This is an optimization exercise on Yosys and OpenROAD, whose aim is small area, not a production implementation.
Only simulation tests tie the RTL to the original design; equivalence was not proved.
No activity file was given, so power comes from the tool's default toggle rates.

`flow/run.sh`:
```
#!/bin/bash
# synth_recipe.tcl (not shown) runs the flow's synth.tcl, then flattens the netlist and writes it again
# the make line also repeats each setting of config.mk as NAME=value (left out here)
make -C /OpenROAD-flow-scripts/flow DESIGN_CONFIG=/design/flow/config.mk WORK_HOME=/design/flow/orfs CLKGATE_MAP_FILE= SYNTH_SCRIPT=/design/flow/synth_recipe.tcl finish
```
`flow/design.v`:
```
module FPGA_ScoreBoard_TOP(
	input CLK_50MHZ,
	input BTN_WEST,
	input RS232_DCE_RXD,
	output RS232_DCE_TXD,
	output [21:0] NF_A,
	input [7:0] NF_D_I,
	output [7:0] NF_D_O,
	output NF_D_OE,
	output NF_CE, NF_BYTE, NF_OE,
	output reg NF_RP,
	output NF_WE, NF_WP
);
wire clk = CLK_50MHZ;
wire rst = BTN_WEST;
reg [1:0] bc;                  
reg [11:0] acc;
reg tick_rx, tick_tx;
reg [3:0] tdiv;                
wire [12:0] acc_sum = {1'b0, acc} + 13'd151;
always @(posedge clk)
	if (rst) begin acc <= 0; tick_rx <= 0; end
	else begin acc <= acc_sum[11:0]; tick_rx <= ~acc[11] & acc_sum[11]; end
always @(posedge clk)
	if (rst) begin tdiv <= 0; tick_tx <= 0; end
	else begin
		tick_tx <= tick_rx & (tdiv == 4'd7);
		if (tick_rx) tdiv <= tdiv + 1'b1;
	end
reg mdone;
wire mrst = ~mdone;
always @(posedge clk)
	if (rst) mdone <= 0;
	else if (acc == 12'd1943) mdone <= 1;
always @(posedge clk) NF_RP <= rst;
reg rx_s1, rx_s2, rx_m;
reg r2, r3;
reg [7:0] rc;
reg [7:0] rxdata;              
wire maj = (r3 & r2) | (r3 & rx_s2) | (r2 & rx_s2);
wire rx_idle = (rc == 8'd255);
wire bytedone = ~mrst & tick_rx & (rc == 8'd0);
wire rx_shift = ~mrst & tick_rx & ~rx_idle & (rc[3:0] == 4'd4);
always @(posedge clk)
	if (tick_rx) begin rx_s1 <= RS232_DCE_RXD; rx_s2 <= rx_s1; rx_m <= rx_s2; end
always @(posedge clk)
	if (mrst) rc <= 8'd255;
	else if (tick_rx) begin
		if (rx_idle) begin if (rx_m & ~rx_s2) rc <= 8'd143; end
		else begin
			rc <= rc - 1'b1;
			if (rc[3:0] == 4'd11) r3 <= rx_s2;
			if (rc[3:0] == 4'd8) r2 <= rx_s2;
		end
	end
always @(posedge clk)
	if (rx_shift & bc != 2'd2) rxdata <= {maj, rxdata[7:1]};
reg [4:0] ps;
reg cmd_q;
reg [7:0] R;                   
reg [3:0] ts;
wire tx_wait = (ts == 4'd12) | (ts == 4'd13);
wire pickup = tick_tx & tx_wait;
always @(posedge clk)
	if (rst) ps <= (ps == 5'd11) ? 5'd12 : (ps >= 5'd13 & ps <= 5'd22) ? 5'd31 : 5'd0;
	else if (bytedone) ps <= 5'd1;
	else if (ps == 5'd0) ps <= 5'd0;
	else if (ps <= 5'd3) begin if (tick_rx) ps <= ps + 1'b1; end
	else if (ps == 5'd7 & bc != 2'd2) ps <= 5'd0;
	else if (ps == 5'd29) ps <= 5'd30;
	else if (ps == 5'd30) begin if (mrst | pickup) ps <= 5'd0; end
	else if (ps == 5'd31) ps <= 5'd0;
	else ps <= ps + 1'b1;
always @(posedge clk)
	if (rst) bc <= 0;
	else if (ps == 5'd7) bc <= (bc == 2'd2) ? 2'd0 : bc + 1'b1;
always @(posedge clk)
	if (rst) begin if (ps == 5'd11) cmd_q <= 0; end
	else if (ps == 5'd7 & bc == 2'd0) cmd_q <= rxdata[0];
wire act = (ps >= 5'd14 & ps <= 5'd23) | (ps == 5'd31);
always @(posedge clk)
	if (mrst) ts <= 4'd11;
	else if (tick_tx) begin
		if (tx_wait) ts <= (ps == 5'd30) ? 4'd15 : 4'd12;
		else if (ts == 4'd15) ts <= 4'd0;
		else if (ts == 4'd9) ts <= 4'd13;
		else if (ts == 4'd11) ts <= 4'd12;
		else ts <= ts + 1'b1;
	end
assign RS232_DCE_TXD = (ts == 4'd0) ? 1'b0 : (ts == 4'd11 | ts == 4'd12 | ts == 4'd15) ? 1'b1 : ~R[0];
always @(posedge clk)
	if (ps == 5'd23 & cmd_q) R <= NF_D_I;
	else if ((rx_shift & bc == 2'd2) | (~mrst & tick_tx & ts >= 4'd1 & ts <= 4'd7)) R <= {maj, R[7:1]};
assign NF_A[21:8] = 14'd0;
assign NF_A[7:0] = rxdata;
assign NF_D_O = R;
assign NF_CE = ~act;
assign NF_OE = ~(act & cmd_q);
assign NF_WE = ~(act & ~cmd_q);
assign NF_D_OE = act & ~cmd_q;
assign NF_BYTE = 1'b0;
assign NF_WP = 1'b0;
endmodule
```
`flow/config.mk`:
```
export PLATFORM = sky130hd
export DESIGN_NAME = FPGA_ScoreBoard_TOP
export DESIGN_NICKNAME = FPGA_ScoreBoard_TOP
export VERILOG_FILES = /design/flow/design.v
export SDC_FILE = /design/flow/constraint.sdc
export NUM_CORES = 4
export LEC_CHECK = 0
export ABC_AREA = 1
export CAP_MARGIN = 20
export CORE_MARGIN = 2
export CORE_UTILIZATION = 40
export CTS_BUF_LIST = sky130_fd_sc_hd__clkbuf_4
export CTS_CLUSTER_SIZE = 20
export SLEW_MARGIN = 20
```
`flow/constraint.sdc`:
```
create_clock -name core_clock -period 20.0 [get_ports {CLK_50MHZ}]
set_input_delay 4.0000 -clock core_clock [delete_from_list [all_inputs] [get_ports {CLK_50MHZ}]]
set_output_delay 4.0000 -clock core_clock [all_outputs]
set_load 0.01 [all_outputs]
```
==> results of run 1 <==
-- state kept, by name, indices dropped and copies added (netlist names) --
register and cells:
tdiv 4, rx_s1 1, rx_s2 1, tick_rx 1, r2 1, rxdata 8, acc 12, rc 8
NF_RP 1, cmd_q 1, rx_m 1, bc 2, tick_tx 1, mdone 1, ts 4, R 8
ps 5, r3 1
-- power by group --
part	internal [mW]	switching (mW)	leakage (nW)
clock network	0.0656	0.0430	0.0985
logic	0.0270	0.0460	0.989
registers	0.141	0.00966	0.530
total	0.234	0.0987	1.62
-- critical path, delay by kind of cell (launching register included) --
kind	cells	cell delay, ns
flops	1	0.46
simple gates	3	0.26
buf+inv	3	0.66
fa+ha+maj	2	0.52
-- metal layers --
metal	vias up	track usage (%)
li1	1326	-
met1	1194	20.4
met2	81	23.1
met3	14	4.51
met4	0	6.76
met5	-	0
-- logic make-up (layout without fill, tap and decap cells) --
logic type | count (synthesis) | in the layout
other | 1 | 16
buffers and inverters | 77 | 103
muxes | 8 | 8
AOI/OAI and AO/OA | 52 | 52
xor gates and xnor gates | 7 | 7
and+or+nand+nor | 165 | 165
DFF | 61 | 61
adders and majority gates | 16 | 16
-- cells in the final DEF (no fill, tap or decap), types with 2 or more instances in the layout --
cell / instances
conb_1: 16
inv_1: 53
clkbuf_4: 11
a31oi_1: 4
inv_2: 2
edfxtp_1: 27
nor2_2: 2
nor2_1: 31
bufinv_16: 3
nand4_1: 7
dfxtp_1: 34
o211ai_1: 2
o21ai_1: 2
mux2_2: 8
nor3_1: 6
a21oi_1: 20
nand2_1: 75
ha_1: 15
nand3_1: 34
nor4_1: 2
clkdlybuf4s50_1: 32
xor2_1: 6
nand2_2: 3
o21ai_0: 18
-- final timing paths --
kind                            from           endpoint
hold / removal     acc[0]$_SDFF_PP0_  acc[0]$_SDFF_PP0_
setup reg to reg  mdone$_SDFFE_PP0N_     R[5]$_DFFE_PP_
setup / recovery     ps[0]$_DFFE_PP_              NF_WE
hold reg to reg    acc[0]$_SDFF_PP0_  acc[0]$_SDFF_PP0_
-- per-stage QoR --
step	total power [mW]	util, %
after floorplan	0.204	-
after global placement	0.226	46.0
after detailed placement	0.226	46.0
after CTS	0.335	48.3
after global routing	0.353	48.3
final	0.332	48.3
-- layout make-up --
| type | instances | share of cell area (%) |
|---|---|---|
| clock buffers | 11 | 2.20 |
| inverters | 55 | 5.50 |
| well taps | 102 | 3.40 |
| multi-input cells | 264 | 38.0 |
| repair buffers | 32 | 8.53 |
| clock inverters | 5 | 2.63 |
| flip-flops and latches | 61 | 39.7 |
==> impl_results.md, run 1 <==
- Max Slew Vio Count: 0
- Arr. time, crit path: 2.28 ns
- R2R setup slack: 17.82 ns
- Max stage delay on crit path: 0.52 ns
- Final instance count without filler cells: 530
- Multi-input gate area: 1430 sq um
- Synthesized cell area: 3210 sq um
- DRC: 0
- Post-synth top area share: 25.2%
- DR WL/cell: 11.7 microns
- Max Fclk: 159 MHz
- Main synth FF type: dfxtp_1
- Area delta synth->final: 16.8%
- Asr flop ratio synth: 0%
- Setup ws final: 13.72 ns
- Synth top cells by count: nand2_1, inv_1, dfxtp_1, nand3_1, nor2_1
- Worst reg-to-reg path cell count: 5
- Post-Place Cell Area: 3570 sq um
- Largest family of logic cells by synthesized area: simple AND/OR/NAND/NOR gates
- HPWL after DPL: 4680 microns
- Die H: 93.6 microns
- Synth Area in Compound Gates: 8.95%
- Global placement routability congestion: 0.910
- Met2 WL: 2630 microns
- Static leakage: 1.62 nW
- Crit Path Category: reg -> out
- Worst EP required: 16.00 ns
- Synth top area cells: edfxtp_1, dfxtp_1, nand2_1, inv_1, ha_1
- Crit path top cell by count: nor2_1
- Worst slew margin: 50.8%
- Clock latency on the worst-skew pair: 0.39 ns
- Via density: 4.93
- Total grt overflow: 0
- Dominant cell by count in the synthesized netlist: nand2_1
- CP cell instances: ha_1 > inv_1 > nor2_1 > ha_1 > nor2_1 > nor2_1 > inv_1 > clkdlybuf4s50_1
- Worst-Margin Slew: 0.735 ns
- Synthesized flop and latch total: 61
- Final setup viols: 0
- Post-synth EDFFs: 27
- Clock transition at path regs: 0.09 ns
- Worst path slowest cell: clkdlybuf4s50_1
- Largest net degree at the start of global routing: 17
- Dpl ws: 14.07 ns
- Hold_ws: 0.442 ns
- Final Routed Wirelength: 6180 microns
- Vias in the first global route: 2402
- Nets: 449
- CTS Hold Bufs: 0
- Simple-Gate Fraction of Synth Area: 22.7%
- Hold path cells: 1
- Unrepaired setup endpoints after global routing: no
- CTS sink cnt: 61
- I/O pin count: 49
- Inst Count DP: 514
- Post-CTS setup buffers: 0
- Resize count post-CTS: 0
- Initial core utilization: 41.4%
- CTS tree: done
- Die area: 8770 sq um
- Final Cell Area: 3750 sq um
- Synth Area in XOR/XNOR: 1.91%
- Initial DRC Count: 99
- FP Rows: 32
- All-Layer GR Usage: 15.3%
- Power Density: 88.5 nW/um^2
- Seq. cell area: 1490 sq um
- Wl on met1: 2990 microns
- Drt pass-1 iters: 4
- Top fanout value on the critical path: 5
- H-Tree Depth: 3
- Num CTS Buffers: 9
- Diode count: 0
- Post-Syn Instances: 387
- Max Root-Sink Buffers: 2
- Max Used Layer: met4
- First-pass GRT wire length: 10600 microns
- Final Hold Viols: 0
- Yosys top cell by area: edfxtp_1
- Multiplexer share of the synthesized area: 2.80%
- Netlist cell types: 37
- Vias: 2615
- Post-layout min period: 6.28 ns
- DR WL met3: 400 microns
- Filler cells: 766
- Status: finished clean
- Crit start category: register
- Max cap viols: 0
- Final worst-path cycle share: 31.4%
- Ys Warns: 1
- Layout cells sized above 1: 7.94%
- CTS Root Cell: clkbuf_4
- Worst clock skew: 0.0145 ns
- I/O Buffers: 32
- Hold Crit Class: reg -> reg
- Initial antenna violation count: 0
- Core area: 7770 sq um
- Final setup TNS: 0 ns
- Syn_area_per_cell: 8.31 sq um
- Die width: 93.6 microns
- Post-Synth Adder-Cell Area: 6.15%
- CP endpoint kind: output port
- Register area share after synthesis: 46.4%
- Maximum VDD drop: 0.0420 mV
- Final ANT Viol Nets: 0
==> inputs of run 2 (changes only) <==
==> flow/flow/run.sh (new file) <==
#!/bin/bash
# Layout flow: the standard flow (standard.sh) with three synthesis/placement settings changed:
#  - adders are left to ABC instead of being mapped to half/full-adder cells (ADDER_MAP_FILE empty),
#  - ABC maps with Yosys's default area-oriented script instead of ORFS's speed script,
#  - ports are buffered with sky130_fd_sc_hd__buf_1.
# The synthesis script is synth_recipe.tcl with only its source line pointed at the edited copy of
# ORFS's synth.tcl, so synth still runs with -nofsm -noshare and the netlist is flattened and
# renamed as synth_recipe.tcl does. Each tool's output goes to the logs ORFS writes under orfs/logs;
# make's own output goes to flow_make.log.
set -euo pipefail
W=$(pwd)
sed 's|log_cmd abc {\*}\$abc_args|abc {*}[lrange $abc_args 2 end-2]|' \
  "$FLOW_HOME/scripts/synth.tcl" > "$W/flow_synth.tcl"
grep -q 'abc {\*}\[lrange \$abc_args 2 end-2\]' "$W/flow_synth.tcl"
sed "s|source \$::env(SCRIPTS_DIR)/synth.tcl|source $W/flow_synth.tcl|" \
  "$W/synth_recipe.tcl" > "$W/flow_synth_recipe.tcl"
grep -q "source $W/flow_synth.tcl" "$W/flow_synth_recipe.tcl"
sed "s|SYNTH_SCRIPT=[^ ]*|SYNTH_SCRIPT=$W/flow_synth_recipe.tcl|" "$W/standard.sh" > "$W/flow_standard.sh"
grep -q "SYNTH_SCRIPT=$W/flow_synth_recipe.tcl" "$W/flow_standard.sh"
bash "$W/flow_standard.sh" ADDER_MAP_FILE= "BUFFER_PORTS_ARGS=-buffer_cell sky130_fd_sc_hd__buf_1" finish \
  "CTS_ARGS=-sink_clustering_enable -repair_clock_nets -dont_use_dummy_load -buf_list sky130_fd_sc_hd__clkbuf_4 -sink_clustering_size 20" > "$W/flow_make.log" 2>&1
==> flow/standard.sh (new file) <==
#!/bin/bash
# synth_recipe.tcl (not shown) runs the flow's synth.tcl, then flattens the netlist and writes it again
# the make line also repeats each setting of config.mk as NAME=value (left out here)
make -C /OpenROAD-flow-scripts/flow DESIGN_CONFIG=/design/flow/config.mk WORK_HOME=/design/flow/orfs CLKGATE_MAP_FILE= SYNTH_SCRIPT=/design/flow/synth_recipe.tcl "${@:-finish}"
==> flow/config.mk (replaced) <==
export PLATFORM = sky130hd
export DESIGN_NAME = FPGA_ScoreBoard_TOP
export DESIGN_NICKNAME = FPGA_ScoreBoard_TOP
export VERILOG_FILES = /design/flow/design.v
export SDC_FILE = /design/flow/constraint.sdc
export NUM_CORES = 4
export LEC_CHECK = 0
export CAP_MARGIN = 20
export CORE_MARGIN = 2
export CORE_UTILIZATION = 40
export SLEW_MARGIN = 20
removed: flow/run.sh
==> run 2 against run 1 <==
Against the previous run:
- still clean
- synthesized cell count fell by 31%
- power fell by 26%
- sequential power barely moved
- clock-buffer cell count fell by 2
- die area fell by 15%
- non-clock buffer count rose by 1
- sequential share of layout area rose by 12 points
- first-iteration DRC count rose by 5.1%
- clock skew rose by 0.014 ns
- core utilization fell by 4.8 points
- combinational power fell by 54%
- critical endpoint is now NF_D_OE
- highest routed layer unchanged
==> impl_results.md, run 2 <==
- Status: finished clean
- Layout cells sized above 1: 7.69% (-0.25 points)
- Static leakage: 1.06 nW (-35%)
- FP Rows: 30 (-6.3%)
- Max Root-Sink Buffers: 2 (unchanged)
- Num CTS Buffers: 9 (unchanged)
- Most frequent cells in the layout: dfxtp_1, buf_1, edfxtp_1
- Ys Warns: 1 (unchanged)
- CTS Hold Bufs: 0 (unchanged)
- Unrepaired setup endpoints after global routing: no
- First-pass GRT wire length: 7480 microns (-30%)
- Via density: 5.15 (+4.3%)
- Filler cells: 652 (-15%)
- Largest family of logic cells by synthesized area: simple AND/OR/NAND/NOR gates
- Crit start category: register
- Nets: 312 (-31%)
- CP cell instances: nand3_1 > a31oi_1 > nand2b_1 > inv_1 > buf_1
- Global placement routability congestion: 0.803 (-12%)
- Final Routed Wirelength: 4530 microns (-27%)
- Synth top cells by count: dfxtp_1, edfxtp_1, nand2_1, nor2_1, buf_4
- Resize count post-CTS: 0 (unchanged)
- Max cap viols: 0 (unchanged)
- HPWL after DPL: 3250 microns (-30%)
- Post-layout min period: 5.67 ns (-0.606 ns)
- Simple-Gate Fraction of Synth Area: 18.9% (-3.8 points)
- Main synth FF type: dfxtp_1
- Power Density: 84.1 nW/um^2 (-5.0%)
- Final Cell Area: 2910 sq um (-23%)
- Initial DRC Count: 104 (+5.1%)
- Post-Synth Adder-Cell Area: 0.368% (-5.8 points)
- Largest net degree at the start of global routing: 27 (+10)
- Synth Area in Compound Gates: 12.7% (+3.7 points)
- Register area share after synthesis: 54.9% (+8.5 points)
- Post-CTS setup buffers: 0 (unchanged)
- DRC: 0 (unchanged)
- Final setup TNS: 0 ns (unchanged)
- Vias: 1951 (-25%)
- Synthesized cell area: 2720 sq um (-15%)
- Die width: 86.4 microns (-7.7%)
- Multiplexer share of the synthesized area: 3.32% (+0.51 points)
- Post-Syn Instances: 268 (-31%)
- Worst EP required: 16.00 ns (about the same)
- Final setup viols: 0 (unchanged)
- Arr. time, crit path: 1.67 ns (-0.61 ns)
- Syn_area_per_cell: 10.1 sq um (+22%)
- I/O pin count: 49 (unchanged)
- Yosys top cell by area: edfxtp_1
- Top fanout value on the critical path: 11 (+6)
- Post-Place Cell Area: 2840 sq um (-21%)
- Worst slew margin: 36.2% (-15 points)
- Initial antenna violation count: 0 (unchanged)
- Largest register FFs: 12 (unchanged)
- Diode count: 0 (unchanged)
- Worst path slowest cell: edfxtp_1
- Post-synth top area share: 29.8% (+4.6 points)
- Hold Crit Class: reg -> reg
- Die H: 86.4 microns (-7.7%)
- DR WL/cell: 11.9 microns (+2.5%)
- Clock transition at path regs: 0.08 ns (about the same)
- Synth top area cells: edfxtp_1, dfxtp_1, buf_4, mux2_2, nand2_1
- Final core utilization: 43.5% (-4.8 points)
- Final ANT Viol Nets: 0 (unchanged)
- Synthesized flop and latch total: 61 (unchanged)
- Hold path cells: 0 (-1)
- Synth Area in XOR/XNOR: 2.58% (+0.67 points)
- Netlist cell types: 41 (+11%)
- Max Slew Vio Count: 0 (unchanged)
- Die area: 7470 sq um (-15%)
- All-Layer GR Usage: 13.1% (-2.3 points)
- Drt pass-1 iters: 4 (unchanged)
- Dominant cell by count in the synthesized netlist: dfxtp_1
- Vias in the first global route: 1674 (-30%)
- Worst clock skew: 0.0286 ns (+0.0141 ns)
- Max stage delay on crit path: 0.53 ns (about the same)
- Initial core utilization: 40.7% (-0.73 points)
- Post-synth EDFFs: 27 (unchanged)
- CP endpoint kind: output port
- Power, Total: 0.244 mW (-26%)
- Biggest register: acc
- CTS tree: done
- I/O Buffers: 32 (unchanged)
- Clock latency on the worst-skew pair: 0.39 ns (about the same)
- Final Hold Viols: 0 (unchanged)
- Max Fclk: 176 MHz (+11%)
- Crit Path Category: reg -> out
- H-Tree Depth: 3 (unchanged)
- Most common cell after layout, fill and taps aside: dfxtp_1
- Asr flop ratio synth: 0% (unchanged)
- Maximum VDD drop: 0.0316 mV (-25%)
- Worst-Margin Slew: 0.946 ns (+0.211 ns)
- Worst reg-to-reg path cell count: 3 (-2)
- Area delta synth->final: 7.00%
- Core area: 6680 sq um (-14%)
- CTS Root Cell: clkbuf_4
- Final worst-path cycle share: 28.4% (-3.0 points)
- Total grt overflow: 0 (unchanged)
- CTS sink cnt: 61 (unchanged)
[run 2: cell types whose count changed after synthesis, moves of 5 or more]
| cell | previous run | this run |
|---|---|---|
| nor3_1 | 6 | 11 |
| a21oi_1 | 20 | 14 |
| o211ai_1 | 2 | 7 |
| nand3_1 | 34 | 7 |
| o21a_1 | 0 | 5 |
| nor2_1 | 31 | 17 |
| ha_1 | 15 | 0 |
| or3_1 | 0 | 5 |
| nand2_1 | 75 | 24 |
| inv_1 | 53 | 7 |
| nor2b_1 | 0 | 8 |
[run 2: cell type report]
class / count / area (sq um) / share of cell area [%]
inverters: 7 / 26.3 / 0.904
clock buffers: 9 / 67.6 / 2.32
multi-input cells: 189 / 1090 / 37.6
well taps: 80 / 100 / 3.44
flip-flops and latches: 61 / 1490 / 51.3
repair buffers: 33 / 128 / 4.39
[run 2: final timing paths]
kind,startpoint,endpoint,slack [ns]
setup reg to reg,mdone$_SDFFE_PP0N_,rxdata[3]$_DFFE_PP_,17.71
hold reg to reg,rx_s1$_DFFE_PP_,rx_s2$_DFFE_PP_,0.43
setup / recovery,ps[0]$_DFFE_PP_,NF_D_OE,14.33
hold / removal,rx_s1$_DFFE_PP_,rx_s2$_DFFE_PP_,0.43
[run 2: report_power, final]
group          leakage, nW  internal (mW)  switching [mW]
Clock               0.0414         0.0209          0.0362
Sequential           0.531          0.140          0.0134
Combinational        0.484         0.0142          0.0198
Total                 1.06          0.175          0.0693
[run 2: kinds of logic (layout without fill, tap and decap cells)]
kind of cell | Yosys count | count (layout)
AOI/OAI and AO/OA | 55 | 55
xor gates and xnor gates | 8 | 8
adders and majority gates | 1 | 1
buffers and inverters | 33 | 49
DFF | 61 | 61
muxes | 8 | 8
other | 1 | 16
and+or+nand+nor | 101 | 101
[run 2: critical path: cells and delay by family, from the launching register on]
kind | cells | cell delay [ns]
DFF | 1 | 0.53
and+or+nand+nor | 2 | 0.30
AOI/OAI and AO/OA | 1 | 0.28
buffers and inverters | 2 | 0.20
[run 2: per-stage QoR]
stage	hold WS, ns	worst slack [ns]	cells
5_1_grt	0.436	14.12	379
4_1_cts	0.426	14.29	379
3_5_place_dp	0.405	14.71	370
6_report	0.427	14.33	379
2_1_floorplan	0.400	14.76	283
3_3_place_gp	0.402	14.73	370
[run 2: per-layer routing]
metal | vias up | routed length [microns] | GRT usage [%]
met5 | - | 0 | 0
met4 | 0 | 38 | 6.53
met3 | 2 | 214 | 6.38
met2 | 51 | 2090 | 18.5
met1 | 887 | 2190 | 16.5
li1 | 1011 | - | -
==> inputs of run 3 (changes only) <==
--- a/flow/flow/run.sh
+++ b/flow/flow/run.sh
@@ -18,4 +18,4 @@
 sed "s|SYNTH_SCRIPT=[^ ]*|SYNTH_SCRIPT=$W/flow_synth_recipe.tcl|" "$W/standard.sh" > "$W/flow_standard.sh"
 grep -q "SYNTH_SCRIPT=$W/flow_synth_recipe.tcl" "$W/flow_standard.sh"
 bash "$W/flow_standard.sh" ADDER_MAP_FILE= "BUFFER_PORTS_ARGS=-buffer_cell sky130_fd_sc_hd__buf_1" finish \
-  "CTS_ARGS=-sink_clustering_enable -repair_clock_nets -dont_use_dummy_load -buf_list sky130_fd_sc_hd__clkbuf_4 -sink_clustering_size 20" > "$W/flow_make.log" 2>&1
+  "CTS_ARGS=-sink_clustering_enable -repair_clock_nets -dont_use_dummy_load -buf_list sky130_fd_sc_hd__clkbuf_8" > "$W/flow_make.log" 2>&1
==> run 3 against run 2 <==
Against the previous run:
- via count fell by 1.5%
- combinational power hardly changed
- power up 9.0%
- critical path type unchanged
- setup slack improved by 0.053 ns
- core utilization increased by 0.84 points
- final area increased by 1.9%
==> impl_results.md, run 3 <==
- CTS Root Cell: clkbuf_8
- CP cell instances: nand3_1 > a31oi_1 > nand2b_1 > inv_1 > buf_1
- Max Fclk: 178 MHz (+0.94%)
- Worst slew margin: 37.4% (+1.2 points)
- Clock transition at path regs: 0.06 ns (-0.02 ns)
- CTS Hold Bufs: 0 (unchanged)
- Worst-Margin Slew: 0.927 ns (-0.0185 ns)
- Buf/Inv on CP: 2 (unchanged)
- Final setup viols: 0 (unchanged)
- Diode count: 0 (unchanged)
- Die area: 7470 sq um (unchanged)
- Max Slew Vio Count: 0 (unchanged)
- Layout cells sized above 1: 7.69% (unchanged)
- Vias in the first global route: 1666 (-0.48%)
- Die H: 86.4 microns (unchanged)
- Vias: 1921 (-1.5%)
- Global placement routability congestion: 0.803 (unchanged)
- Setup ws final: 14.38 ns (+0.0530 ns)
- Core area: 6680 sq um (unchanged)
- Max Root-Sink Buffers: 2 (unchanged)
- Initial antenna violation count: 0 (unchanged)
- Min-delay src: rx_s1$_DFFE_PP_
- Maximum VDD drop: 0.0346 mV (+9.5%)
- CTS tree: done
- Arr. time, crit path: 1.62 ns (-0.05 ns)
- HPWL after DPL: 3250 microns (unchanged)
- Crit start category: register
- CP endpoint kind: output port
- Drt pass-1 iters: 4 (unchanged)
- Worst EP required: 16.00 ns (about the same)
- Area delta synth->final: 9.07%
- Crit path capture: NF_D_OE
- Largest net degree at the start of global routing: 27 (unchanged)
- I/O pin count: 49 (unchanged)
- CP delay by family, top: flip-flops
- H-Tree Depth: 3 (unchanged)
- Hold path cells: 0 (unchanged)
- Biggest register: acc
- Most common cell after layout, fill and taps aside: dfxtp_1
- DR WL/cell: 12.0 microns (about the same)
- Final ANT Viol Nets: 0 (unchanged)
- Dominant cell by count in the synthesized netlist: dfxtp_1
- Final worst-path cycle share: 28.1% (-0.26 points)
- Register area share after synthesis: 54.9% (unchanged)
- Resize count post-CTS: 0 (unchanged)
- Crit Path Category: reg -> out
- FF-to-FF End: rxdata[3]$_DFFE_PP_
- Largest register FFs: 12 (unchanged)
- Main synth FF type: dfxtp_1
- Total grt overflow: 0 (unchanged)
- FF-to-FF Start: mdone$_SDFFE_PP0N_
- Asr flop ratio synth: 0% (unchanged)
- DRC: 0 (unchanged)
- Synth top cells by count: dfxtp_1, edfxtp_1, nand2_1, nor2_1, buf_4
- I/O Buffers: 32 (unchanged)
- Hold Crit Class: reg -> reg
- Ys Warns: 1 (unchanged)
- R2R setup slack: 17.71 ns (about the same)
- Clock latency on the worst-skew pair: 0.33 ns (-0.06 ns)
- Netlist cell types: 41 (unchanged)
- Post-synth EDFFs: 27 (unchanged)
- Unrepaired setup endpoints after global routing: no
- Dpl ws: 14.71 ns (unchanged)
- Final Hold Viols: 0 (unchanged)
- Via density: 5.07 (-1.5%)
- FP Rows: 30 (unchanged)
- Final setup TNS: 0 ns (unchanged)
- All-Layer GR Usage: 13.0% (-0.060 points)
- CTS sink cnt: 61 (unchanged)
- Status: finished clean
- Post-CTS setup buffers: 0 (unchanged)
- Post-synth top area share: 29.8% (unchanged)
- Die width: 86.4 microns (unchanged)
- Power Density: 90.0 nW/um^2 (+7.0%)
- Synthesized cell area: 2720 sq um (unchanged)
- Post-layout min period: 5.62 ns (-0.0530 ns)
- Worst clock skew: 0.0190 ns (-0.00961 ns)
- Initial core utilization: 40.7% (unchanged)
- Synth top area cells: edfxtp_1, dfxtp_1, buf_4, mux2_2, nand2_1
- Most frequent cells in the layout: dfxtp_1, buf_1, edfxtp_1
- Worst reg-to-reg path cell count: 3 (unchanged)
- CP Launch Point: ps[0]$_DFFE_PP_
- Filler cells: 642 (-1.5%)
- Number of cells on the critical path: 5 (unchanged)
- Yosys top cell by area: edfxtp_1
- Syn_area_per_cell: 10.1 sq um (unchanged)
- Max cap viols: 0 (unchanged)
- Max stage delay on crit path: 0.52 ns (about the same)
- Synthesized flop and latch total: 61 (unchanged)
- Worst path slowest cell: edfxtp_1
- Post-Syn Instances: 268 (unchanged)
- Final Routed Wirelength: 4530 microns (about the same)
- Num CTS Buffers: 9 (unchanged)
- Static leakage: 1.08 nW (+2.2%)
- Nets: 312 (unchanged)
- Initial DRC Count: 101 (-2.9%)
- Top fanout value on the critical path: 11 (unchanged)
- First-pass GRT wire length: 7470 microns (-0.19%)
[run 3: cell counts after synthesis]
No cell type changed its count.
[run 3: routing by layer]
metal	vias to the layer above	GRT usage (%)	part of all wire, %
met5	-	0	0
met3	2	6.10	4.4
met4	0	6.53	0.68
li1	1005	-	-
met2	39	18.5	46
met1	875	16.5	49
[run 3: worst register-to-register path, stage by stage (launching register included)]
cell	delay, ns
dfxtp_1	0.65
nand2_1	0.21
nor4b_1	0.46
nor2b_1	0.62
[run 3: logic make-up after synthesis]
kind of cell	after synthesis	synth area share [%]
simple gates	101	18.9
flops	61	54.9
compound gates	55	12.7
buf+inv	33	7.09
xor+xnor	8	2.58
mux	8	3.32
fa+ha+maj	1	0.369
other cells	1	0.138
[run 3: worst min path at each step]
stage                       to  slack [ns]
6_report       rx_s2$_DFFE_PP_        0.42
5_1_grt        rx_s2$_DFFE_PP_        0.43
2_1_floorplan  rx_s2$_DFFE_PP_        0.40
3_5_place_dp   rx_s2$_DFFE_PP_        0.40
3_3_place_gp   rx_s2$_DFFE_PP_        0.40
4_1_cts        rx_s2$_DFFE_PP_        0.42
[run 3: metrics by stage]
stage	instance area, sq um	utilization [%]	total power, mW	std cells	hold slack, ns
after global placement	2830	42.4	0.189	370	0.402
after detailed placement	2840	42.5	0.189	370	0.405
after CTS	2960	44.3	0.270	379	0.419
after floorplan	2770	-	0.183	283	0.400
final	2960	44.3	0.267	379	0.420
after global routing	2960	44.3	0.284	379	0.427
[run 3: final cells by class]
class / count / area (sq um) / share of cell area (%)
Sequential cell: 61 / 1490 / 50.3
Timing Repair Buffer: 33 / 128 / 4.31
Tap cell: 80 / 100 / 3.38
Multi-Input combinational cell: 189 / 1090 / 36.9
Inverter: 7 / 26.3 / 0.887
Clock buffer: 9 / 124 / 4.18
[run 3: power by group]
| group | total [mW] | internal, mW | switching, mW |
|---|---|---|---|
| Sequential | 0.154 | 0.140 | 0.0132 |
| Combinational | 0.0339 | 0.0142 | 0.0197 |
| Clock | 0.0791 | 0.0399 | 0.0392 |
| Total | 0.267 | 0.194 | 0.0721 |
==> inputs of run 4 (changes only) <==
--- a/flow/flow/run.sh
+++ b/flow/flow/run.sh
@@ -18,4 +18,4 @@
 sed "s|SYNTH_SCRIPT=[^ ]*|SYNTH_SCRIPT=$W/flow_synth_recipe.tcl|" "$W/standard.sh" > "$W/flow_standard.sh"
 grep -q "SYNTH_SCRIPT=$W/flow_synth_recipe.tcl" "$W/flow_standard.sh"
 bash "$W/flow_standard.sh" ADDER_MAP_FILE= "BUFFER_PORTS_ARGS=-buffer_cell sky130_fd_sc_hd__buf_1" finish \
-  "CTS_ARGS=-sink_clustering_enable -repair_clock_nets -dont_use_dummy_load -buf_list sky130_fd_sc_hd__clkbuf_8" > "$W/flow_make.log" 2>&1
+  > "$W/flow_make.log" 2>&1
==> run 4 against run 3 <==
Against the previous run:
- global-route usage decreased by 0.17 points
- first-iteration DRC count decreased by 18%
- sequential cell count unchanged
- non-clock buffer count unchanged
- via count increased by 1.1%
- wire length about the same
- synthesized cell count unchanged
- clock-buffer cell count increased by 1
- critical endpoint unchanged
==> impl_results.md, run 4 <==
- Worst-Margin Slew: 0.901 ns (-0.0262 ns)
- Max Slew Vio Count: 0 (unchanged)
- Vias in the first global route: 1687 (+1.3%)
- First-pass GRT wire length: 7490 microns (+0.38%)
- FP Rows: 30 (unchanged)
- Synth top cells by count: dfxtp_1, edfxtp_1, nand2_1, nor2_1, buf_4
- I/O pin count: 49 (unchanged)
- DRC: 0 (unchanged)
- Total grt overflow: 0 (unchanged)
- Post-synth EDFFs: 27 (unchanged)
- Max Used Layer: met4
- Max cap viols: 0 (unchanged)
- CP endpoint kind: output port
- Power Density: 96.3 nW/um^2 (+7.0%)
- Biggest register: acc
- Final core utilization: 45.4% (+1.0 points)
- Unrepaired setup endpoints after global routing: no
- Max stage delay on crit path: 0.53 ns (about the same)
- Final Routed Wirelength: 4530 microns (about the same)
- Die area: 7470 sq um (unchanged)
- Worst path slowest cell: edfxtp_1
- Most frequent cells in the layout: dfxtp_1, buf_1, edfxtp_1
- Status: finished clean
- Top fanout value on the critical path: 11 (unchanged)
- DR WL/cell: 11.7 microns (-1.9%)
- Met2 WL: 2070 microns (about the same)
- Arr. time, crit path: 1.64 ns (+0.02 ns)
- Initial antenna violation count: 0 (unchanged)
- Nets: 312 (unchanged)
- Crit Path Category: reg -> out
- Synthesized cell area: 2720 sq um (unchanged)
- Worst clock skew: 0.00966 ns (-0.00932 ns)
- Post-layout min period: 5.64 ns (+0.0192 ns)
- Die H: 86.4 microns (unchanged)
- DR WL met3: 196 microns (-2.0%)
- Area delta synth->final: 11.6%
- Netlist cell types: 41 (unchanged)
- Buf/Inv on CP: 2 (unchanged)
- Largest register FFs: 12 (unchanged)
- Crit start category: register
- CP cell instances: nand3_1 > a31oi_1 > nand2b_1 > inv_1 > buf_1
- Resize count post-CTS: 0 (unchanged)
- Final setup TNS: 0 ns (unchanged)
- Final Hold Viols: 0 (unchanged)
- Initial core utilization: 40.7% (unchanged)
- Post-Syn Instances: 268 (unchanged)
- Die width: 86.4 microns (unchanged)
- Main synth FF type: dfxtp_1
- Ys Warns: 1 (unchanged)
- H-Tree Depth: 3 (unchanged)
- Asr flop ratio synth: 0% (unchanged)
- Post-CTS setup buffers: 0 (unchanged)
- Syn_area_per_cell: 10.1 sq um (unchanged)
- Post-synth top area share: 29.8% (unchanged)
- Diode count: 0 (unchanged)
- Global placement routability congestion: 0.803 (unchanged)
- CP delay by family, top: flip-flops
- CTS Root Cell: clkbuf_8
- CTS Hold Bufs: 0 (unchanged)
- HPWL after DPL: 3250 microns (unchanged)
- Synthesized flop and latch total: 61 (unchanged)
- Most common cell after layout, fill and taps aside: dfxtp_1
- Synth top area cells: edfxtp_1, dfxtp_1, buf_4, mux2_2, nand2_1
- Max Fclk: 177 MHz (-0.34%)
- Worst EP required: 16.00 ns (about the same)
- Max Root-Sink Buffers: 2 (unchanged)
- CTS tree: done
- Drt pass-1 iters: 4 (unchanged)
- I/O Buffers: 32 (unchanged)
- Clock latency on the worst-skew pair: 0.33 ns (about the same)
- Maximum VDD drop: 0.0367 mV (+6.0%)
- CTS sink cnt: 61 (unchanged)
- Static leakage: 1.11 nW (+2.6%)
- Wl on met1: 2230 microns (about the same)
- Via density: 5.03 (-0.74%)
- Core area: 6680 sq um (unchanged)
- Clock transition at path regs: 0.07 ns (about the same)
- Final setup viols: 0 (unchanged)
- Largest net degree at the start of global routing: 27 (unchanged)
- Num CTS Buffers: 9 (unchanged)
- Hold Crit Class: reg -> reg
- Final ANT Viol Nets: 0 (unchanged)
- Layout cells sized above 1: 9.48% (+1.8 points)
- Yosys top cell by area: edfxtp_1
- Worst slew margin: 39.2% (+1.8 points)
- Initial DRC Count: 83 (-18%)
- Vias: 1942 (+1.1%)
- Final worst-path cycle share: 28.2% (+0.096 points)
- All-Layer GR Usage: 12.8% (-0.17 points)
- Dominant cell by count in the synthesized netlist: dfxtp_1
- Register area share after synthesis: 54.9% (unchanged)
-- run 4: cell counts after synthesis --
Identical to the previous run, type by type.
-- run 4: cell type report --
class,instances,area [sq um]
Fill cell,636,3650
Clock buffer,10,128
Multi-Input combinational cell,189,1090
Timing Repair Buffer,33,128
Inverter,7,26.3
Tap cell,80,100
Sequential cell,61,1490
Clock inverter,6,63.8
-- run 4: cells by family after synthesis --
group / Yosys count / synth area share (%)
and+or+nand+nor: 101 / 18.9
muxes: 8 / 3.32
other: 1 / 0.138
xor gates and xnor gates: 8 / 2.58
DFF: 61 / 54.9
AOI/OAI and AO/OA: 55 / 12.7
adders and majority gates: 1 / 0.369
buffers and inverters: 33 / 7.09
-- run 4: worst paths after layout --
| kind | startpoint | end | cells past startpoint | slack (ns) |
|---|---|---|---|---|
| setup / recovery | ps[0]$_DFFE_PP_ | NF_D_OE | 5 | 14.36 |
| hold reg to reg | rx_s1$_DFFE_PP_ | rx_s2$_DFFE_PP_ | 0 | 0.42 |
| hold / removal | rx_s1$_DFFE_PP_ | rx_s2$_DFFE_PP_ | 0 | 0.42 |
| setup reg to reg | mdone$_SDFFE_PP0N_ | rxdata[3]$_DFFE_PP_ | 3 | 17.66 |
-- run 4: layer usage --
metal	global-route usage, %	up-vias
met3	4.95	2
met2	19.0	40
met5	0	-
li1	-	1013
met1	16.3	887
met4	6.53	0
-- run 4: metrics by stage --
step / area [sq um] / power [mW] / instances / worst slack [ns] / hold slack, ns
after floorplan: 2770 / 0.183 / 283 / 14.76 / 0.400
after global placement: 2830 / 0.189 / 370 / 14.73 / 0.402
after detailed placement: 2840 / 0.189 / 370 / 14.71 / 0.405
after CTS: 3030 / 0.295 / 386 / 14.34 / 0.421
after global routing: 3030 / 0.309 / 386 / 14.19 / 0.429
final: 3030 / 0.292 / 386 / 14.36 / 0.421
-- run 4: report_power, final --
group          internal, mW  total, mW  switching (mW)
clock                0.0573      0.104          0.0472
sequential            0.140      0.153          0.0132
combinational        0.0142     0.0339          0.0197
==> inputs of run 5 (changes only) <==
--- a/flow/config.mk
+++ b/flow/config.mk
@@ -8,4 +8,6 @@
 export CAP_MARGIN = 20
 export CORE_MARGIN = 2
 export CORE_UTILIZATION = 40
+export CTS_BUF_LIST = sky130_fd_sc_hd__clkbuf_4
+export CTS_CLUSTER_SIZE = 20
 export SLEW_MARGIN = 20
==> run 5 against run 4 <==
Against the previous run:
- sequential power hardly changed
- worst hold slack gained 0.0090 ns
- largest cell class unchanged
- synthesized cell count unchanged
- critical path type unchanged
- still clean
==> impl_results.md, run 5 <==
- H-Tree Depth: 3 (unchanged)
- Global placement routability congestion: 0.803 (unchanged)
- Initial DRC Count: 91 (+9.6%)
- Max cap viols: 0 (unchanged)
- Arr. time, crit path: 1.71 ns (+0.07 ns)
- Met1 GRT Util: 16.5% (+0.18 points)
- Ys Warns: 1 (unchanged)
- CTS tree: done
- CP endpoint kind: output port
- Netlist cell types: 41 (unchanged)
- FF-to-FF End: rxdata[3]$_DFFE_PP_
- Asr flop ratio synth: 0% (unchanged)
- Unrepaired setup endpoints after global routing: no
- Vias: 1948 (+0.31%)
- I/O pin count: 49 (unchanged)
- Total grt overflow: 0 (unchanged)
- First-pass GRT wire length: 7510 microns (+0.19%)
- Met2 usage: 19.0% (unchanged)
- Crit Path Category: reg -> out
- CTS Hold Bufs: 0 (unchanged)
- Worst path slowest cell: edfxtp_1
- Final Hold Viols: 0 (unchanged)
- Max Root-Sink Buffers: 2 (unchanged)
- Post-synth EDFFs: 27 (unchanged)
- Synthesized flop and latch total: 61 (unchanged)
- Initial core utilization: 40.7% (unchanged)
- Buf/Inv on CP: 2 (unchanged)
- Register area share after synthesis: 54.9% (unchanged)
- Max stage delay on crit path: 0.54 ns (about the same)
- Hold Crit Class: reg -> reg
- DR WL/cell: 11.8 microns (+0.44%)
- Post-CTS setup buffers: 0 (unchanged)
- CTS sink cnt: 61 (unchanged)
- Worst reg-to-reg path cell count: 3 (unchanged)
- Die width: 86.4 microns (unchanged)
- Power, Total: 0.271 mW (-7.0%)
- Main synth FF type: dfxtp_1
- Drt pass-1 iters: 4 (unchanged)
- Synth top cells by count: dfxtp_1, edfxtp_1, nand2_1, nor2_1, buf_4
- Clock transition at path regs: 0.10 ns (+0.03 ns)
- Num CTS Buffers: 9 (unchanged)
- Maximum VDD drop: 0.0337 mV (-8.1%)
- Initial antenna violation count: 0 (unchanged)
- Yosys top cell by area: edfxtp_1
- CP delay by family, top: flip-flops
- Final ANT Viol Nets: 0 (unchanged)
- Static leakage: 1.09 nW (-1.8%)
- Hold path endpoint: rx_s2$_DFFE_PP_
- All-Layer GR Usage: 12.9% (+0.060 points)
- Max Slew Vio Count: 0 (unchanged)
- Area delta synth->final: 9.63%
- Number of cells on the critical path: 5 (unchanged)
- FP Rows: 30 (unchanged)
- Worst-Margin Slew: 0.905 ns (+0.00388 ns)
- Resize count post-CTS: 0 (unchanged)
- Dominant cell by count in the synthesized netlist: dfxtp_1
- Post-Syn Instances: 268 (unchanged)
- Vias in the first global route: 1697 (+0.59%)
- Power Density: 91.1 nW/um^2 (-5.4%)
- Die area: 7470 sq um (unchanged)
- Worst clock skew: 0.00814 ns (-0.00152 ns)
- Via density: 5.05 (+0.31%)
- Crit start category: register
- Most common cell after layout, fill and taps aside: dfxtp_1
- Status: finished clean
- Post-layout min period: 5.71 ns (+0.0663 ns)
- CTS Root Cell: clkbuf_4
- Post-synth top area share: 29.8% (unchanged)
- Diode count: 0 (unchanged)
- Final setup viols: 0 (unchanged)
- Largest net degree at the start of global routing: 27 (unchanged)
- Min-delay src: rx_s1$_DFFE_PP_
- Final worst-path cycle share: 28.5% (+0.33 points)
- Max Fclk: 175 MHz (-1.2%)
- Biggest register: acc
- HPWL after DPL: 3250 microns (unchanged)
- GRT busiest layer: met2
- Core area: 6680 sq um (unchanged)
- Hold path cells: 0 (unchanged)
- Top fanout value on the critical path: 11 (unchanged)
- Layout cells sized above 1: 9.80% (+0.33 points)
- Inst Count DP: 370 (unchanged)
- Synth top area cells: edfxtp_1, dfxtp_1, buf_4, mux2_2, nand2_1
- Final setup TNS: 0 ns (unchanged)
- Clock latency on the worst-skew pair: 0.39 ns (+0.06 ns)
- Synthesized cell area: 2720 sq um (unchanged)
- Nets: 312 (unchanged)
- Largest register FFs: 12 (unchanged)
- Worst slew margin: 38.9% (-0.26 points)
- DRC: 0 (unchanged)
- Final Routed Wirelength: 4550 microns (+0.44%)
- FF-to-FF Start: mdone$_SDFFE_PP0N_
- Die H: 86.4 microns (unchanged)
- Final instance count without filler cells: 386 (unchanged)
- I/O Buffers: 32 (unchanged)
- CP cell instances: nand3_1 > a31oi_1 > nand2b_1 > inv_1 > buf_1
- Syn_area_per_cell: 10.1 sq um (unchanged)
- R2R setup slack: 17.68 ns (+0.02 ns)
- Most frequent cells in the layout: dfxtp_1, buf_1, edfxtp_1
- Met3 GRT Util: 3.81% (-1.1 points)
- Worst EP required: 16.00 ns (about the same)
run 5: kinds of logic after synthesis:
kind of cell | count (synthesis) | share of synthesized area, %
adder cells (fa/ha/maj) | 1 | 0.369
AND/OR/NAND/NOR | 101 | 18.9
AO/OA/AOI/OAI | 55 | 12.7
XOR/XNOR | 8 | 2.58
other | 1 | 0.138
buffers and inverters | 33 | 7.09
multiplexers | 8 | 3.32
flip-flops | 61 | 54.9
run 5: layer usage:
metal  routed length [microns]  up-vias
met5                         0        -
met2                      2050       46
met3                       198        4
li1                          -     1016
met4                        48        0
met1                      2250      882
run 5: metrics by stage:
| step | cell area, sq um | util (%) | hold WS, ns | setup WS [ns] |
|---|---|---|---|---|
| finish | 2980 | 44.6 | 0.430 | 14.29 |
| floorplan | 2770 | - | 0.400 | 14.76 |
| global placement | 2830 | 42.4 | 0.402 | 14.73 |
| CTS | 2980 | 44.6 | 0.429 | 14.26 |
| detailed placement | 2840 | 42.5 | 0.405 | 14.71 |
| global route | 2980 | 44.6 | 0.440 | 14.11 |
run 5: worst max-delay path by stage:
| stage | startpoint | end |
|---|---|---|
| after floorplan | ps[1]$_DFFE_PP_ | NF_D_OE |
| after global placement | ps[0]$_DFFE_PP_ | NF_D_OE |
| after detailed placement | ps[0]$_DFFE_PP_ | NF_D_OE |
| after CTS | ps[0]$_DFFE_PP_ | NF_D_OE |
| after global routing | ps[0]$_DFFE_PP_ | NF_D_OE |
| final | ps[0]$_DFFE_PP_ | NF_D_OE |
run 5: layout make-up:
type | instances | area (sq um)
clock inverters | 6 | 63.8
repair buffers | 33 | 128
flip-flops and latches | 61 | 1490
fillers | 646 | 3700
inverters | 7 | 26.3
clock buffers | 10 | 75.1
well taps | 80 | 100
multi-input cells | 189 | 1090
run 5: report_power, final:
group	internal, mW	switching (mW)
clock network	0.0393	0.0450
logic	0.0142	0.0197
registers	0.140	0.0132
total	0.193	0.0779
==> inputs of run 6 (changes only) <==
--- a/flow/flow/run.sh
+++ b/flow/flow/run.sh
@@ -18,4 +18,4 @@
 sed "s|SYNTH_SCRIPT=[^ ]*|SYNTH_SCRIPT=$W/flow_synth_recipe.tcl|" "$W/standard.sh" > "$W/flow_standard.sh"
 grep -q "SYNTH_SCRIPT=$W/flow_synth_recipe.tcl" "$W/flow_standard.sh"
 bash "$W/flow_standard.sh" ADDER_MAP_FILE= "BUFFER_PORTS_ARGS=-buffer_cell sky130_fd_sc_hd__buf_1" finish \
-  > "$W/flow_make.log" 2>&1
+  "CTS_ARGS=-sink_clustering_enable -repair_clock_nets -dont_use_dummy_load -buf_list sky130_fd_sc_hd__clkbuf_8 -sink_clustering_size 30" > "$W/flow_make.log" 2>&1
--- a/flow/config.mk
+++ b/flow/config.mk
@@ -8,6 +8,4 @@
 export CAP_MARGIN = 20
 export CORE_MARGIN = 2
 export CORE_UTILIZATION = 40
-export CTS_BUF_LIST = sky130_fd_sc_hd__clkbuf_4
-export CTS_CLUSTER_SIZE = 20
 export SLEW_MARGIN = 20
==> run 6 against run 5 <==
Against the previous run:
- critical path depth unchanged
- still clean
- via count decreased by 1.4%
- synthesized cell count unchanged
- non-clock buffer count unchanged
- largest cell class unchanged
==> impl_results.md, run 6 <==
- Status: finished clean
- Post-Place Cell Area: 2840 sq um (unchanged)
- Initial DRC Count: 101 (+11%)
- Diode count: 0 (unchanged)
- Post-Syn Instances: 268 (unchanged)
- Die area: 7470 sq um (unchanged)
- Final setup TNS: 0 ns (unchanged)
- Final setup viols: 0 (unchanged)
- Max stage delay on crit path: 0.52 ns (-0.02 ns)
- Inst Count DP: 370 (unchanged)
- Clock latency on the worst-skew pair: 0.33 ns (-0.06 ns)
- Syn_area_per_cell: 10.1 sq um (unchanged)
- H-Tree Depth: 3 (unchanged)
- Largest register FFs: 12 (unchanged)
- Area delta synth->final: 9.07%
- Top fanout value on the critical path: 11 (unchanged)
- Yosys top cell by area: edfxtp_1
- Num CTS Buffers: 9 (unchanged)
- Largest net degree at the start of global routing: 27 (unchanged)
- Most common cell after layout, fill and taps aside: dfxtp_1
- Vias: 1921 (-1.4%)
- Final Hold Viols: 0 (unchanged)
- Worst slew margin: 37.4% (-1.5 points)
- Synth top cells by count: dfxtp_1, edfxtp_1, nand2_1, nor2_1, buf_4
- First-pass GRT wire length: 7470 microns (-0.56%)
- Max Root-Sink Buffers: 2 (unchanged)
- DR WL/cell: 12.0 microns (+1.5%)
- Max Fclk: 178 MHz (+1.5%)
- Post-synth EDFFs: 27 (unchanged)
- Ys Warns: 1 (unchanged)
- Resize count post-CTS: 0 (unchanged)
- Die H: 86.4 microns (unchanged)
- Initial core utilization: 40.7% (unchanged)
- Initial antenna violation count: 0 (unchanged)
- Post-CTS setup buffers: 0 (unchanged)
- Clock transition at path regs: 0.06 ns (-0.04 ns)
- DRC: 0 (unchanged)
- Synth top area cells: edfxtp_1, dfxtp_1, buf_4, mux2_2, nand2_1
- Worst-Margin Slew: 0.927 ns (+0.0223 ns)
- Synthesized cell area: 2720 sq um (unchanged)
- CP endpoint kind: output port
- Core area: 6680 sq um (unchanged)
- Buf/Inv on CP: 2 (unchanged)
- Asr flop ratio synth: 0% (unchanged)
- Dominant cell by count in the synthesized netlist: dfxtp_1
- Most frequent cells in the layout: dfxtp_1, buf_1, edfxtp_1
- Post-layout min period: 5.62 ns (-0.0855 ns)
- Vias in the first global route: 1666 (-1.8%)
- Multi-input gate area: 1090 sq um (unchanged)
- Crit Path Category: reg -> out
- Die width: 86.4 microns (unchanged)
- CTS sink cnt: 61 (unchanged)
- Power Density: 90.0 nW/um^2 (-1.3%)
- Synthesized flop and latch total: 61 (unchanged)
- Final Routed Wirelength: 4530 microns (-0.35%)
- Unrepaired setup endpoints after global routing: no
- Total grt overflow: 0 (unchanged)
- I/O Buffers: 32 (unchanged)
- Via density: 5.07 (+0.44%)
- HPWL after DPL: 3250 microns (unchanged)
- Global placement routability congestion: 0.803 (unchanged)
- Filler cells: 642 (-0.62%)
- CTS tree: done
- Worst path slowest cell: edfxtp_1
- Seq. cell area: 1490 sq um (unchanged)
- Final worst-path cycle share: 28.1% (-0.43 points)
- I/O pin count: 49 (unchanged)
- FP Rows: 30 (unchanged)
- Post-synth top area share: 29.8% (unchanged)
- CTS Root Cell: clkbuf_8
- Max Slew Vio Count: 0 (unchanged)
- Worst clock skew: 0.0190 ns (+0.0108 ns)
- Main synth FF type: dfxtp_1
- Max cap viols: 0 (unchanged)
- Final instance count without filler cells: 379 (-1.8%)
- Final ANT Viol Nets: 0 (unchanged)
- Arr. time, crit path: 1.62 ns (-0.09 ns)
- Nets: 312 (unchanged)
- CP delay by family, top: flip-flops
- Biggest register: acc
- Final Cell Area: 2960 sq um (-0.50%)
- Layout cells sized above 1: 7.69% (-2.1 points)
- Register area share after synthesis: 54.9% (unchanged)
- Crit start category: register
- Hold Crit Class: reg -> reg
- CP cell instances: nand3_1 > a31oi_1 > nand2b_1 > inv_1 > buf_1
- Drt pass-1 iters: 4 (unchanged)
- Netlist cell types: 41 (unchanged)
- CTS Hold Bufs: 0 (unchanged)
- Worst EP required: 16.00 ns (about the same)
- Static leakage: 1.08 nW (-0.71%)
- All-Layer GR Usage: 13.0% (+0.11 points)
- Maximum VDD drop: 0.0346 mV (+2.6%)
==> run 6: cell counts after synthesis <==
Identical to the previous run, type by type.
==> run 6: where the power goes <==
part | internal, mW | switching (mW) | leakage (nW)
Combinational | 0.0142 | 0.0197 | 0.484
Sequential | 0.140 | 0.0132 | 0.531
Clock | 0.0399 | 0.0392 | 0.0647
Total | 0.194 | 0.0721 | 1.08
==> run 6: worst paths after layout <==
check / slack [ns] / cells past startpoint / startpoint / end
setup / recovery: 14.38 / 5 / ps[0]$_DFFE_PP_ / NF_D_OE
hold / removal: 0.42 / 0 / rx_s1$_DFFE_PP_ / rx_s2$_DFFE_PP_
setup reg to reg: 17.71 / 3 / mdone$_SDFFE_PP0N_ / rxdata[3]$_DFFE_PP_
hold reg to reg: 0.42 / 0 / rx_s1$_DFFE_PP_ / rx_s2$_DFFE_PP_
==> run 6: cell type report <==
class | instances | share of cell area (%)
Clock buffer | 9 | 4.18
Inverter | 7 | 0.887
Multi-Input combinational cell | 189 | 36.9
Sequential cell | 61 | 50.3
Tap cell | 80 | 3.38
Timing Repair Buffer | 33 | 4.31
==> run 6: routing by layer <==
metal	routed length (microns)	GRT usage (%)	vias to the layer above
met5	0	0	-
met4	31	6.53	0
met3	200	6.10	2
met2	2070	18.5	39
met1	2230	16.5	875
li1	-	-	1005
==> run 6: worst register-to-register path, delay by kind of cell, from the launching register on <==
family / cells / cell delay, ns
and+or+nand+nor: 3 / 1.29
DFF: 1 / 0.65
==> run 6: metrics by stage <==
| step | worst slack, ns | power, mW | util, % | hold slack (ns) |
|---|---|---|---|---|
| after floorplan | 14.76 | 0.183 | - | 0.400 |
| after global placement | 14.73 | 0.189 | 42.4 | 0.402 |
| after detailed placement | 14.71 | 0.189 | 42.5 | 0.405 |
| after CTS | 14.35 | 0.270 | 44.3 | 0.419 |
| after global routing | 14.20 | 0.284 | 44.3 | 0.427 |
| final | 14.38 | 0.267 | 44.3 | 0.420 |
==> run 6: cells by family after synthesis <==
kind of cell	synth area share, %
adders and majority gates	0.369
and+or+nand+nor	18.9
muxes	3.32
xor gates and xnor gates	2.58
other	0.138
AOI/OAI and AO/OA	12.7
buffers and inverters	7.09
DFF	54.9
==> inputs of run 7 (changes only) <==
--- a/flow/flow/run.sh
+++ b/flow/flow/run.sh
@@ -18,4 +18,4 @@
 sed "s|SYNTH_SCRIPT=[^ ]*|SYNTH_SCRIPT=$W/flow_synth_recipe.tcl|" "$W/standard.sh" > "$W/flow_standard.sh"
 grep -q "SYNTH_SCRIPT=$W/flow_synth_recipe.tcl" "$W/flow_standard.sh"
 bash "$W/flow_standard.sh" ADDER_MAP_FILE= "BUFFER_PORTS_ARGS=-buffer_cell sky130_fd_sc_hd__buf_1" finish \
-  "CTS_ARGS=-sink_clustering_enable -repair_clock_nets -dont_use_dummy_load -buf_list sky130_fd_sc_hd__clkbuf_8 -sink_clustering_size 30" > "$W/flow_make.log" 2>&1
+  "CTS_ARGS=-sink_clustering_enable -repair_clock_nets -dont_use_dummy_load -buf_list sky130_fd_sc_hd__clkbuf_16 -sink_clustering_size 64" > "$W/flow_make.log" 2>&1
==> run 7 against run 6 <==
Against the previous run:
- still clean
- via count up 0.52%
- sequential power about the same
- clock skew down 0.0059 ns
- power up 16%
- wire length about the same
- clock-buffer cell count unchanged
- critical endpoint unchanged
==> impl_results.md, run 7 <==
- Worst clock skew: 0.0131 ns (-0.00591 ns)
- Initial antenna violation count: 0 (unchanged)
- Via density: 5.09 (+0.52%)
- Initial core utilization: 40.7% (unchanged)
- Most frequent cells in the layout: dfxtp_1, buf_1, edfxtp_1
- Final setup TNS: 0 ns (unchanged)
- Final worst-path cycle share: 28.1% (-0.029 points)
- Asr flop ratio synth: 0% (unchanged)
- All-Layer GR Usage: 13.1% (+0.098 points)
- Num CTS Buffers: 9 (unchanged)
- Largest net degree at the start of global routing: 27 (unchanged)
- Top fanout value on the critical path: 11 (unchanged)
- Netlist cell types: 41 (unchanged)
- Power Density: 101 nW/um^2 (+13%)
- Resize count post-CTS: 0 (unchanged)
- Dpl ws: 14.71 ns (unchanged)
- Worst slew margin: 37.6% (+0.15 points)
- Worst path slowest cell: edfxtp_1
- CTS Root Cell: clkbuf_16
- Max Fclk: 178 MHz (+0.10%)
- Synth top cells by count: dfxtp_1, edfxtp_1, nand2_1, nor2_1, buf_4
- Final Routed Wirelength: 4530 microns (about the same)
- First-pass GRT wire length: 7540 microns (+1.0%)
- Syn_area_per_cell: 10.1 sq um (unchanged)
- Post-Place Cell Area: 2840 sq um (unchanged)
- Yosys top cell by area: edfxtp_1
- Vias in the first global route: 1676 (+0.60%)
- DR WL/cell: 12.0 microns (about the same)
- Total grt overflow: 0 (unchanged)
- Biggest register: acc
- CTS sink cnt: 61 (unchanged)
- CTS Hold Bufs: 0 (unchanged)
- HPWL after DPL: 3250 microns (unchanged)
- Area delta synth->final: 12.8%
- Crit start category: register
- Most common cell after layout, fill and taps aside: dfxtp_1
- Unrepaired setup endpoints after global routing: no
- Vias: 1931 (+0.52%)
- I/O Buffers: 32 (unchanged)
- Main synth FF type: dfxtp_1
- Post-synth EDFFs: 27 (unchanged)
- Static leakage: 1.13 nW (+4.3%)
- Initial DRC Count: 99 (-2.0%)
- Filler cells: 630 (-1.9%)
- Hold_ws: 0.416 ns (-0.00359 ns)
- I/O pin count: 49 (unchanged)
- Post-synth top area share: 29.8% (unchanged)
- Dominant cell by count in the synthesized netlist: dfxtp_1
- Die H: 86.4 microns (unchanged)
- Setup ws final: 14.39 ns (+0.00580 ns)
- Crit Path Category: reg -> out
- Ys Warns: 1 (unchanged)
- Final Hold Viols: 0 (unchanged)
- Max cap viols: 0 (unchanged)
- Drt pass-1 iters: 4 (unchanged)
- Die area: 7470 sq um (unchanged)
- Arr. time, crit path: 1.61 ns (about the same)
- Max stage delay on crit path: 0.52 ns (about the same)
- Worst EP required: 16.00 ns (about the same)
- DRC: 0 (unchanged)
- Core area: 6680 sq um (unchanged)
- Synth top area cells: edfxtp_1, dfxtp_1, buf_4, mux2_2, nand2_1
- Maximum VDD drop: 0.0431 mV (+24%)
- H-Tree Depth: 3 (unchanged)
- Final ANT Viol Nets: 0 (unchanged)
- Clock transition at path regs: 0.05 ns (about the same)
- Register area share after synthesis: 54.9% (unchanged)
- Die width: 86.4 microns (unchanged)
- Max Slew Vio Count: 0 (unchanged)
- Largest register FFs: 12 (unchanged)
- Synthesized flop and latch total: 61 (unchanged)
- Post-layout min period: 5.61 ns (-0.00580 ns)
- Synthesized cell area: 2720 sq um (unchanged)
- Diode count: 0 (unchanged)
- Clock latency on the worst-skew pair: 0.32 ns (about the same)
- Nets: 312 (unchanged)
- FP Rows: 30 (unchanged)
- Post-Syn Instances: 268 (unchanged)
- Hold Crit Class: reg -> reg
- Global placement routability congestion: 0.803 (unchanged)
- Status: finished clean
- CP endpoint kind: output port
- CTS tree: done
- Max Root-Sink Buffers: 2 (unchanged)
- Worst-Margin Slew: 0.925 ns (-0.00229 ns)
- CP cell instances: nand3_1 > a31oi_1 > nand2b_1 > inv_1 > buf_1
- Final Cell Area: 3060 sq um (+3.4%)
- Final setup viols: 0 (unchanged)
- Power, Total: 0.310 mW (+16%)
- Layout cells sized above 1: 7.69% (unchanged)
- Post-CTS setup buffers: 0 (unchanged)
==> run 7: cell families (layout without fill, tap and decap cells) <==
logic type / count (synthesis) / in the layout / synth area share (%)
buf+inv: 33 / 49 / 7.09
mux: 8 / 8 / 3.32
xor+xnor: 8 / 8 / 2.58
fa+ha+maj: 1 / 1 / 0.369
flops: 61 / 61 / 54.9
other cells: 1 / 16 / 0.138
compound gates: 55 / 55 / 12.7
simple gates: 101 / 101 / 18.9
==> run 7: cell type report <==
cell class | instances | area (sq um) | share of cell area [%]
flip-flops and latches | 61 | 1490 | 48.7
multi-input cells | 189 | 1090 | 35.7
inverters | 7 | 26.3 | 0.857
clock buffers | 9 | 225 | 7.35
repair buffers | 33 | 128 | 4.16
well taps | 80 | 100 | 3.27
==> run 7: worst paths after layout <==
| path | startpoint | endpoint | slack, ns | cells after the start |
|---|---|---|---|---|
| min | rx_s1$_DFFE_PP_ | rx_s2$_DFFE_PP_ | 0.42 | 0 |
| max reg2reg | mdone$_SDFFE_PP0N_ | rxdata[3]$_DFFE_PP_ | 17.72 | 3 |
| min reg2reg | rx_s1$_DFFE_PP_ | rx_s2$_DFFE_PP_ | 0.42 | 0 |
| max | ps[0]$_DFFE_PP_ | NF_D_OE | 14.39 | 5 |
==> run 7: stage by stage <==
step                instances  utilization (%)
floorplan                 283                -
global placement          370             42.4
detailed placement        370             42.5
CTS                       379             45.9
global route              379             45.9
finish                    379             45.9
==> run 7: report_power, final <==
group	leakage (nW)	internal [mW]	switching (mW)
Clock	0.111	0.0782	0.0444
Combinational	0.484	0.0142	0.0196
Sequential	0.531	0.141	0.0132
==> run 7: critical path, delay by kind of cell, from the launching register on <==
kind,cells,cell delay [ns]
AO/OA/AOI/OAI,1,0.28
flip-flops,1,0.52
buffers and inverters,2,0.20
AND/OR/NAND/NOR,2,0.30
==> run 7: per-layer routing <==
metal	GRT usage, %	wire, microns	part of all wire, %
met5	0	0	0
met1	16.7	2220	49
met2	18.6	2030	45
met4	6.11	65	1.4
met3	6.38	216	4.8
==> inputs of run 8 (changes only) <==
--- a/flow/flow/run.sh
+++ b/flow/flow/run.sh
@@ -18,4 +18,4 @@
 sed "s|SYNTH_SCRIPT=[^ ]*|SYNTH_SCRIPT=$W/flow_synth_recipe.tcl|" "$W/standard.sh" > "$W/flow_standard.sh"
 grep -q "SYNTH_SCRIPT=$W/flow_synth_recipe.tcl" "$W/flow_standard.sh"
 bash "$W/flow_standard.sh" ADDER_MAP_FILE= "BUFFER_PORTS_ARGS=-buffer_cell sky130_fd_sc_hd__buf_1" finish \
-  "CTS_ARGS=-sink_clustering_enable -repair_clock_nets -dont_use_dummy_load -buf_list sky130_fd_sc_hd__clkbuf_16 -sink_clustering_size 64" > "$W/flow_make.log" 2>&1
+  "CTS_ARGS=-repair_clock_nets -dont_use_dummy_load -buf_list sky130_fd_sc_hd__clkbuf_4" > "$W/flow_make.log" 2>&1
==> run 8 against run 7 <==
Against the previous run:
- still clean on timing, DRC and antenna
- critical endpoint unchanged
- combinational power hardly changed
- power down 21%
- sequential power about the same
==> impl_results.md, run 8 <==
- Status: finished clean
- DR WL/cell: 11.9 microns (about the same)
- Diode count: 0 (unchanged)
- Global placement routability congestion: 0.803 (unchanged)
- Synth Area in Compound Gates: 12.7% (unchanged)
- R2R setup slack: 17.71 ns (about the same)
- Buf/Inv on CP: 2 (unchanged)
- Crit Path Category: reg -> out
- Top fanout value on the critical path: 11 (unchanged)
- Min-delay src: rx_s1$_DFFE_PP_
- CTS tree: done
- Synth top area cells: edfxtp_1, dfxtp_1, buf_4, mux2_2, nand2_1
- Main synth FF type: dfxtp_1
- Post-Place Cell Area: 2840 sq um (unchanged)
- Multiplexer share of the synthesized area: 3.32% (unchanged)
- Post-Synth Adder-Cell Area: 0.368% (unchanged)
- Power, Total: 0.244 mW (-21%)
- Post-CTS setup buffers: 0 (unchanged)
- FF-to-FF Start: mdone$_SDFFE_PP0N_
- Max cap viols: 0 (unchanged)
- Initial core utilization: 40.7% (unchanged)
- Die width: 86.4 microns (unchanged)
- Unrepaired setup endpoints after global routing: no
- Total grt overflow: 0 (unchanged)
- FP Rows: 30 (unchanged)
- Worst reg-to-reg path cell count: 3 (unchanged)
- Biggest register: acc
- Most common cell after layout, fill and taps aside: dfxtp_1
- Register area share after synthesis: 54.9% (unchanged)
- Die area: 7470 sq um (unchanged)
- HPWL after DPL: 3250 microns (unchanged)
- Clock latency on the worst-skew pair: 0.39 ns (+0.07 ns)
- Final Routed Wirelength: 4530 microns (about the same)
- Asr flop ratio synth: 0% (unchanged)
- All-Layer GR Usage: 13.1% (-0.038 points)
- Simple-Gate Fraction of Synth Area: 18.9% (unchanged)
- Worst slew margin: 36.2% (-1.4 points)
- Nets: 312 (unchanged)
- CP cell instances: nand3_1 > a31oi_1 > nand2b_1 > inv_1 > buf_1
- FF-to-FF End: rxdata[3]$_DFFE_PP_
- CP endpoint kind: output port
- Setup ws final: 14.33 ns (-0.0588 ns)
- Post-synth EDFFs: 27 (unchanged)
- Worst EP required: 16.00 ns (about the same)
- Final setup viols: 0 (unchanged)
- Resize count post-CTS: 0 (unchanged)
- Hold path cells: 0 (unchanged)
- Max Root-Sink Buffers: 2 (unchanged)
- Netlist cell types: 41 (unchanged)
- CTS Root Cell: clkbuf_4
- Final Cell Area: 2910 sq um (-5.1%)
- Initial antenna violation count: 0 (unchanged)
- Internal power: 0.175 mW (-25%)
- Worst clock skew: 0.0286 ns (+0.0155 ns)
- CTS Hold Bufs: 0 (unchanged)
- Power Density: 84.1 nW/um^2 (-17%)
- Post-Syn Instances: 268 (unchanged)
- Synthesized cell area: 2720 sq um (unchanged)
- Final instance count without filler cells: 379 (unchanged)
- Synth top cells by count: dfxtp_1, edfxtp_1, nand2_1, nor2_1, buf_4
- Post-synth top area share: 29.8% (unchanged)
- Arr. time, crit path: 1.67 ns (+0.06 ns)
- Sw frac: 28.4% (+3.5 points)
- Hold Crit Class: reg -> reg
- Final worst-path cycle share: 28.4% (+0.29 points)
- Static leakage: 1.06 nW (-6.2%)
- Maximum VDD drop: 0.0316 mV (-27%)
- Die H: 86.4 microns (unchanged)
- Part of the power in the clock network: 23.3% (-16 points)
- Synth Area in XOR/XNOR: 2.58% (unchanged)
- I/O pin count: 49 (unchanged)
run 8: cell type report:
class	count	area (sq um)
fill	652	3770
multi-input combinational	189	1090
inverter	7	26.3
tap	80	100
sequential	61	1490
clock buffer	9	67.6
timing repair buffer	33	128
run 8: cells by family (layout without fill, tap and decap cells):
family,Yosys count,count (layout)
AO/OA/AOI/OAI,55,55
XOR/XNOR,8,8
adder cells (fa/ha/maj),1,1
buffers and inverters,33,49
flip-flops,61,61
multiplexers,8,8
other,1,16
AND/OR/NAND/NOR,101,101
run 8: routing by layer:
layer  global-route usage (%)  vias up  share of wire, %
li1                         -     1011                 -
met1                     16.5      887                48
met2                     18.5       51                46
met3                     6.38        2               4.7
met4                     6.53        0              0.84
met5                        0        -                 0
run 8: how the worst max path moves through the flow:
stage                    start  endpoint  slack (ns)
2_1_floorplan  ps[1]$_DFFE_PP_   NF_D_OE       14.76
3_3_place_gp   ps[0]$_DFFE_PP_   NF_D_OE       14.73
3_5_place_dp   ps[0]$_DFFE_PP_   NF_D_OE       14.71
4_1_cts        ps[0]$_DFFE_PP_   NF_D_OE       14.29
5_1_grt        ps[0]$_DFFE_PP_   NF_D_OE       14.12
6_report       ps[0]$_DFFE_PP_   NF_D_OE       14.33
run 8: power groups by stage:
stage | logic [mW] | registers [mW] | clock network [mW]
after floorplan | 0.0365 | 0.147 | 0
after global placement | 0.0341 | 0.155 | 0
after detailed placement | 0.0338 | 0.156 | 0
after CTS | 0.0341 | 0.153 | 0.0609
after global routing | 0.0396 | 0.155 | 0.0673
final | 0.0339 | 0.153 | 0.0571

Re-timed with assumed drivers on the ports (clkbuf_16 on the clock, buf_2 on other inputs), run 8 has 14.301 ns of setup slack against 14.327 ns with ideal ports, and 14.701 ns once port delays also move by the mid clock arrival of 0.400 ns.
